Source: an optimization exercise on an open RTL-to-GDS flow (aim: small area, a short achievable clock period and few clock cycles per item). Production flows keep margins and buffers that such runs may drop. Function was checked by simulation only, so behaviour that the tests miss may differ from the original. Power figures rest on the tool's default switching activity, not on a simulated workload.

## JAM
module JAM (
    input CLK,
    input RST,
    output reg [2:0] W,
    output reg [2:0] J,
    input [6:0] Cost,
    output reg [3:0] MatchCount,
    output reg [9:0] MinCost,
    output reg Valid );
localparam [3:0] S_SCAN = 4'd0,   
                 S_WAIT = 4'd1,   
                 S_A0   = 4'd3,   
                 S_ADJ  = 4'd4,   
                 S_PRU  = 4'd5,   
                 S_DINI = 4'd6,   
                 S_DFS  = 4'd7,   
                 S_DONE = 4'd8;
localparam [1:0] T_NONE = 2'd0, T_SCAN = 2'd1, T_ADJ = 2'd2, T_A0 = 2'd3;
reg [3:0]  cs;
reg [1:0]  dcnt;
reg        fix;           
reg        wz;            
reg        adj_end;
reg        aug;           
reg [7:0]  wv   [0:7];    
reg [7:0]  mv   [0:7];    
reg [2:0]  way  [0:7];    
reg [2:0]  p    [0:7];    
reg [7:0]  mt;            
reg [7:0]  used;          
reg [2:0]  row;           
reg [3:0]  j0;            
reg [6:0]  dl;            
reg [9:0]  base;          
reg [7:0]  best;          
reg [2:0]  j1;            
reg [2:0]  jj;            
reg [1:0]  s1_tag;
reg [9:0]  s1_cb;         
reg [7:0]  s1_w;          
reg [7:0]  s1_corr;       
reg        s1_wb;
reg [2:0]  s1_col;
reg [1:0]  s2_tag;
reg [7:0]  s2_x;          
reg [7:0]  s2_m;
reg [2:0]  s2_col;
integer q;
function [3:0] next_free;
  input [7:0] u;
  input [3:0] from;
  integer n;
  begin
    next_free = 4'd8;
    for (n = 7; n >= 0; n = n - 1)
      if (!u[n] && n >= from) next_free = n;
  end
endfunction
function [2:0] lowest;
  input [7:0] m;
  integer n;
  begin
  ...
Size: roughly 2400 cells after synthesis, roughly 310 flip-flops, ~30 I/O pins.
Settings: LEC_CHECK=0, CAP_MARGIN=20, CORE_MARGIN=2, CORE_UTILIZATION=40, CTS_CLUSTER_DIAMETER=100, CTS_CLUSTER_SIZE=30, SLEW_MARGIN=20; clock period 4.0 ns.
run.sh (not shown) runs the stock make flow with config.mk's settings and CLKGATE_MAP_FILE= SYNTH_SCRIPT=/design/flow/synth_recipe.tcl, a recipe that flattens the netlist after the stock synthesis.
Testbench counts at the start, summed over its fixed seeds: cycles 4,571, tables 18.
==> next run, changes <==
- CTS_CLUSTER_DIAMETER: 100 -> 80
Result:
- The new run ran to the end with no violations
- sequential power hardly moves
- synthesized area does not change
- setup slack degrades by 0.084 ns
- design area rose by about 0.9%
- hold slack is worse by 0.0063 ns
- wire length stays flat
- first-iteration DRC count decreases by 0.30%
- global-route usage is about the same
- flip-flop and latch count does not change
- non-clock buffer count is unchanged

* * *

Another version of the RTL of JAM (not shown whole).
Size: about 2400 cells after synthesis, about 30 I/O pins.
==> flow/design.v (excerpt) <==
module JAM (
    input CLK,
    input RST,
    output reg [2:0] W,
    output reg [2:0] J,
    input [6:0] Cost,
    output reg [3:0] MatchCount,
    output reg [9:0] MinCost,
    output reg Valid );
clock: 4.0 ns
lec_check: 0
abc_clock_period_in_ps: 2800
cap_margin: 20
core_margin: 2
core_utilization: 40
slew_margin: 20
Testbench counts at the start, summed over its fixed seeds: cycles 4,571, tables 18.
==> next run, changes <==
Settings changed: ABC_CLOCK_PERIOD_IN_PS 2800 to default.
Worst hold slack is unchanged.
Setup slack is unchanged.
Critical path depth is unchanged.
Die area stays the same.
Synthesized area does not change.
First-iteration DRC count stays the same.
Cell count does not change.
Routed wire length does not change.
Cell area stays the same.
Total power does not change.

* * *

## old
JAM, a different RTL version from the one above (not shown whole).
Size in the first run: roughly 2,400 cells after synthesis, ~22,000 um2 of cells after synthesis.
Design JAM, start of the top module:
module JAM (
    input CLK,
    input RST,
    output reg [2:0] W,
    output reg [2:0] J,
    input [6:0] Cost,
    output reg [3:0] MatchCount,
    output reg [9:0] MinCost,
    output reg Valid );
export LEC_CHECK = 0
export CAP_MARGIN = 20
export CORE_MARGIN = 2
export CORE_UTILIZATION = 40
export CTS_CLUSTER_DIAMETER = 100
export CTS_CLUSTER_SIZE = 30
export SLEW_MARGIN = 20
create_clock -name core_clock -period 4.0 [get_ports {CLK}]
old did not stop at any stage, and its layout met the timing, DRC and antenna checks.
Testbench counts of old, summed over its fixed seeds: cycles 4,558, tables 18.
[inputs] new vs old
Settings: CTS_CLUSTER_DIAMETER no longer set, was 100; CTS_CLUSTER_SIZE no longer set, was 30.
--- outcome ---
Of new and old, it is new that has the higher post-route fraction of the period consumed by the critical path.
The per-cell routed wire length of new and that of old are within noise of each other.
Against old, new reports a total power that is higher.
Overall via count from detail_route, old and new, higher one = new.
Between old and new, the TritonCTS buffer count is lower for old.
new vs. old: clock-pin slew on the worst setup and hold paths shows a reduction of 50 ps; part of the power in the clock network higher; post-layout utilization of the core saw an increase.

-- separate check: timing with driven ports --
The results above use ideal ports. As a check the final layouts listed here were re-extracted and re-timed, cells and wires unchanged.
Step 1, drivers: a clkbuf_16 drives CLK and a buf_2 each remaining input, both assumed.
Step 2 adds t to the input delays and takes it off the output delays; t is the mean of the earliest and latest rising clock arrival at the registers after step 1. Input paths then give back, and output paths get back, about the clock's delay inside the block.
a / b / c = ideal / step 1 / step 2; a / b = the first two.
run	shift t [ns]	setup WS [ns]	worst slew at a driven data input, ns
the first run of note 1	0.636	0.213 / 0.213 / 0.213	0.03
the second run of note 1	0.646	0.129 / 0.129 / 0.129	0.03
the first run of note 2	0.657	0.215 / 0.215 / 0.215	0.03
the second run of note 2	0.657	0.215 / 0.215 / 0.215	0.03
old	0.640	0.184 / 0.184 / 0.184	0.03
new	0.649	0.145 / 0.145 / 0.145	0.03
After both steps every run listed still meets setup and hold.
